Source: an optimization exercise on an open RTL-to-GDS flow (aim: small area and a short achievable clock period). Production flows keep margins and buffers that such runs may drop.
At most, simulation tests tie the RTL to the original design; equivalence was not proved.

==> inputs of v19 <==
==> flow/design.v (excerpt) <==
module mac_demo(input clk, input reset, input ena,
                input signed [15:0] k, input signed [15:0] x,
                output signed [31:0] acc_out);
clock: 7.0 ns
lec_check: 0
abc_area: 1
cap_margin: 20
core_margin: 2
core_utilization: 40
setup_slack_margin: 1.5
slew_margin: 20
synth_hierarchical: 1
synth_minimum_keep_size: 0
run.sh (not shown) runs the stock make flow with config.mk's settings and CLKGATE_MAP_FILE= SYNTH_SCRIPT=/design/flow/synth_recipe.tcl, a recipe that flattens the netlist after the stock synthesis.
==> v23: changes against v19 <==
--- a/flow/design.v
+++ b/flow/design.v
@@ -145,47 +145,39 @@
   wire pp_57 = ap[30] & pp_42;
   assign acc_out = ap ^ {pg57, pg42, pg56, pg35, pg55, pg41, pg54, pg32, pg53, pg40, pg52, pg34, pg51, pg39, pg50, pg29, pg49, pg38, pg48, pg33, pg47, pg37, pg46, pg25, pg45, pg36, pg44, pg17, pg43, pg1, ag[0], 1'b0};
   wire en = ena & ~reset;
   wire [31:0] fb = acc_out & {32{~reset}};
   wire [16:0] xe = {x, 1'b0};
   wire [16:0] ke = {k[15], k};
   wire [17:0] ke2 = {ke, 1'b0};
   wire [7:0] ng;
-  wire b0_one = (xe[1] ^ xe[0]) & en;
-  wire b0_two = ((xe[2] & ~xe[1] & ~xe[0]) | (~xe[2] & xe[1] & xe[0])) & en;
-  assign ng[0] = xe[2] & en;
+  wire b0_one, b0_two;
+  booth_enc u_enc0 (.ena(ena), .reset(reset), .xs(xe[2:0]), .one(b0_one), .two(b0_two), .ng(ng[0]));
   wire [16:0] pp0 = (({17{b0_one}} & ke) | ({17{b0_two}} & ke2[16:0])) ^ {17{ng[0]}};
-  wire b1_one = (xe[3] ^ xe[2]) & en;
-  wire b1_two = ((xe[4] & ~xe[3] & ~xe[2]) | (~xe[4] & xe[3] & xe[2])) & en;
-  assign ng[1] = xe[4] & en;
+  wire b1_one, b1_two;
+  booth_enc u_enc1 (.ena(ena), .reset(reset), .xs(xe[4:2]), .one(b1_one), .two(b1_two), .ng(ng[1]));
   wire [16:0] pp1 = (({17{b1_one}} & ke) | ({17{b1_two}} & ke2[16:0])) ^ {17{ng[1]}};
-  wire b2_one = (xe[5] ^ xe[4]) & en;
-  wire b2_two = ((xe[6] & ~xe[5] & ~xe[4]) | (~xe[6] & xe[5] & xe[4])) & en;
-  assign ng[2] = xe[6] & en;
+  wire b2_one, b2_two;
+  booth_enc u_enc2 (.ena(ena), .reset(reset), .xs(xe[6:4]), .one(b2_one), .two(b2_two), .ng(ng[2]));
   wire [16:0] pp2 = (({17{b2_one}} & ke) | ({17{b2_two}} & ke2[16:0])) ^ {17{ng[2]}};
-  wire b3_one = (xe[7] ^ xe[6]) & en;
-  wire b3_two = ((xe[8] & ~xe[7] & ~xe[6]) | (~xe[8] & xe[7] & xe[6])) & en;
-  assign ng[3] = xe[8] & en;
+  wire b3_one, b3_two;
+  booth_enc u_enc3 (.ena(ena), .reset(reset), .xs(xe[8:6]), .one(b3_one), .two(b3_two), .ng(ng[3]));
   wire [16:0] pp3 = (({17{b3_one}} & ke) | ({17{b3_two}} & ke2[16:0])) ^ {17{ng[3]}};
-  wire b4_one = (xe[9] ^ xe[8]) & en;
-  wire b4_two = ((xe[10] & ~xe[9] & ~xe[8]) | (~xe[10] & xe[9] & xe[8])) & en;
-  assign ng[4] = xe[10] & en;
+  wire b4_one, b4_two;
+  booth_enc u_enc4 (.ena(ena), .reset(reset), .xs(xe[10:8]), .one(b4_one), .two(b4_two), .ng(ng[4]));
   wire [16:0] pp4 = (({17{b4_one}} & ke) | ({17{b4_two}} & ke2[16:0])) ^ {17{ng[4]}};
-  wire b5_one = (xe[11] ^ xe[10]) & en;
-  wire b5_two = ((xe[12] & ~xe[11] & ~xe[10]) | (~xe[12] & xe[11] & xe[10])) & en;
-  assign ng[5] = xe[12] & en;
+  wire b5_one, b5_two;
+  booth_enc u_enc5 (.ena(ena), .reset(reset), .xs(xe[12:10]), .one(b5_one), .two(b5_two), .ng(ng[5]));
   wire [16:0] pp5 = (({17{b5_one}} & ke) | ({17{b5_two}} & ke2[16:0])) ^ {17{ng[5]}};
-  wire b6_one = (xe[13] ^ xe[12]) & en;
-  wire b6_two = ((xe[14] & ~xe[13] & ~xe[12]) | (~xe[14] & xe[13] & xe[12])) & en;
-  assign ng[6] = xe[14] & en;
+  wire b6_one, b6_two;
+  booth_enc u_enc6 (.ena(ena), .reset(reset), .xs(xe[14:12]), .one(b6_one), .two(b6_two), .ng(ng[6]));
   wire [16:0] pp6 = (({17{b6_one}} & ke) | ({17{b6_two}} & ke2[16:0])) ^ {17{ng[6]}};
-  wire b7_one = (xe[15] ^ xe[14]) & en;
-  wire b7_two = ((xe[16] & ~xe[15] & ~xe[14]) | (~xe[16] & xe[15] & xe[14])) & en;
-  assign ng[7] = xe[16] & en;
+  wire b7_one, b7_two;
+  booth_enc u_enc7 (.ena(ena), .reset(reset), .xs(xe[16:14]), .one(b7_one), .two(b7_two), .ng(ng[7]));
   wire [16:0] pp7 = (({17{b7_one}} & ke) | ({17{b7_two}} & ke2[16:0])) ^ {17{ng[7]}};
   wire fs0, fc0;
   fa u_fa0 (.a(ng[0]), .b(fb[0]), .c(pp0[0]), .s(fs0), .co(fc0));
   wire fs1, fc1;
   fa u_fa1 (.a(fb[1]), .b(pp0[1]), .c(fc0), .s(fs1), .co(fc1));
   wire fs2, fc2;
   fa u_fa2 (.a(ng[1]), .b(fb[2]), .c(pp0[2]), .s(fs2), .co(fc2));
   wire fs3, fc3;
@@ -481,16 +473,22 @@
   assign fc127 = fb[31] | fc126;
   wire [31:0] ns = {fs127, hc15, hs15, hc14, hs14, hc13, hs13, hc12, hs12, hc11, hs11, hc10, hs10, hc9, hs9, hc8, hc7, hc6, hc5, hc4, fs36, hc2, hs2, fs22, hs1, fs14, fs10, hs0, fs5, fs3, fs1, fs0};
   wire [31:0] nc = {1'b0, fs126, fc124, fs124, fc120, fs120, fc114, fs114, fc106, fs106, fc96, fs96, fc84, fs84, fc70, fs70, hs8, hs7, hs6, hs5, hs4, hs3, fc22, 1'b0, fc14, 1'b0, 1'b0, fc5, 1'b0, 1'b0, 1'b0, 1'b0};
   always @(posedge clk) begin
     rs <= ns;
     rc <= nc;
   end
 endmodule
+module booth_enc(input ena, input reset, input [2:0] xs, output one, output two, output ng);
+  wire en = ena & ~reset;
+  assign one = (xs[1] ^ xs[0]) & en;
+  assign two = ((xs[2] & ~xs[1] & ~xs[0]) | (~xs[2] & xs[1] & xs[0])) & en;
+  assign ng = xs[2] & en;
+endmodule
 module fa(input a, input b, input c, output s, output co);
   assign s = a ^ b ^ c;
   assign co = (a & b) | (a & c) | (b & c);
 endmodule
 module ha(input a, input b, output s, output co);
   assign s = a ^ b;
   assign co = a & b;
 endmodule
==> flow/flow/run.sh (new file) <==
#!/bin/bash
# The standard layout (the standard.sh, unchanged synthesis), except that
# the port buffers are plain buffers and the clock-delay buffer cells are not
# used anywhere. The make output goes to standard.log; ORFS keeps each step's
# log under orfs/logs/.
set -uo pipefail
export BUFFER_PORTS_ARGS="-buffer_cell sky130_fd_sc_hd__buf_2"
export DONT_USE_CELLS="sky130_fd_sc_hd__clkdlybuf4s15_1 sky130_fd_sc_hd__clkdlybuf4s15_2 sky130_fd_sc_hd__clkdlybuf4s18_1 sky130_fd_sc_hd__clkdlybuf4s18_2 sky130_fd_sc_hd__clkdlybuf4s25_1 sky130_fd_sc_hd__clkdlybuf4s25_2 sky130_fd_sc_hd__clkdlybuf4s50_1 sky130_fd_sc_hd__clkdlybuf4s50_2"
bash standard.sh > standard.log 2>&1
==> flow/standard.sh (new file) <==
#!/bin/bash
# synth_recipe.tcl (not shown) runs the flow's synth.tcl, then flattens the netlist and writes it again
# the make line also repeats each setting of config.mk as NAME=value (left out here)
make -C /OpenROAD-flow-scripts/flow DESIGN_CONFIG=/design/flow/config.mk WORK_HOME=/design/flow/orfs CLKGATE_MAP_FILE= SYNTH_SCRIPT=/design/flow/synth_recipe.tcl "${@:-finish}"
Settings changed: SETUP_SLACK_MARGIN 1.5 to 2.5.
removed: flow/run.sh
==> comparison table <==
metric	v23	v19
Final-stage net count	1,192	1,088
Worst path max stage delay	0.53 ns	0.55 ns
Multi-input gate area	6621 sq um	6349 sq um
Maximum clock skew at final layout	0.01683 ns	0.009562 ns
Simple-gate share of the synthesized area	0.09271	0.08918
Number of cells after detailed placement	1,202	1,136
Detailed-route wire length per cell	17.09 microns	17.41 microns
Synth unique cells	30	36
Status	complete, no violations	complete, no violations
Most frequent cell on the critical path	sky130_fd_sc_hd__fa_2	sky130_fd_sc_hd__fa_1
Post-DP HPWL	16.03 mm	15.61 mm
Crit path capture	rc[16]	rc[18]
Number of vias in the routed layout	6,516	6,020
Total number of multi-input combinational cells	650	634
WP data arrival	4.71 ns	5.54 ns
Clock latency on the worst-skew pair	0.32 ns	0.31 ns
First drt pass iteration count	7	5
Smallest setup slack after layout	2.471 ns	1.636 ns
WL met2	10.58 mm	9.600 mm
Buffers excl. clock	111	69
Synthesized area per cell	9.002 sq um	9.656 sq um
Aggregate routed wire length	21.33 mm	19.90 mm
Area of the die	21,640 sq um	21,680 sq um
Number of filler cells placed in the layout	1,928	1,976
For v23, only the layout was checked, not whether the RTL still works.

[afterwards: timing with drivers on the ports]
The flow's constraints put no driver on any port. The routed layouts listed below were extracted and timed again, unchanged, in two steps. Step 1: set_driving_cell puts a clkbuf_16 on clk and a buf_2 on each other input, an assumption about the parent block. Step 2 times the ports against the registers' clock, not the clock port: input delays grow and output delays shrink by t, the midpoint of the rising clock arrivals with the driver on. Slacks: ideal ports / drivers / drivers and shift; pairs: ideal ports / drivers.
run | t, ns | setup slack, ns | slew at the worst register clock pin (ns) | worst slew at a driven data input, ns
v19 | 0.348 | 1.636 / 1.656 / 1.308 | 0.07 / 0.07 | 0.04
v23 | 0.354 | 2.471 / 2.419 / 2.064 | 0.09 / 0.09 | 0.16
After both steps every run listed still meets setup and hold. For v23, which loses most, drivers alone change the setup slack by -0.052 ns; drivers and shift together by -0.407 ns.
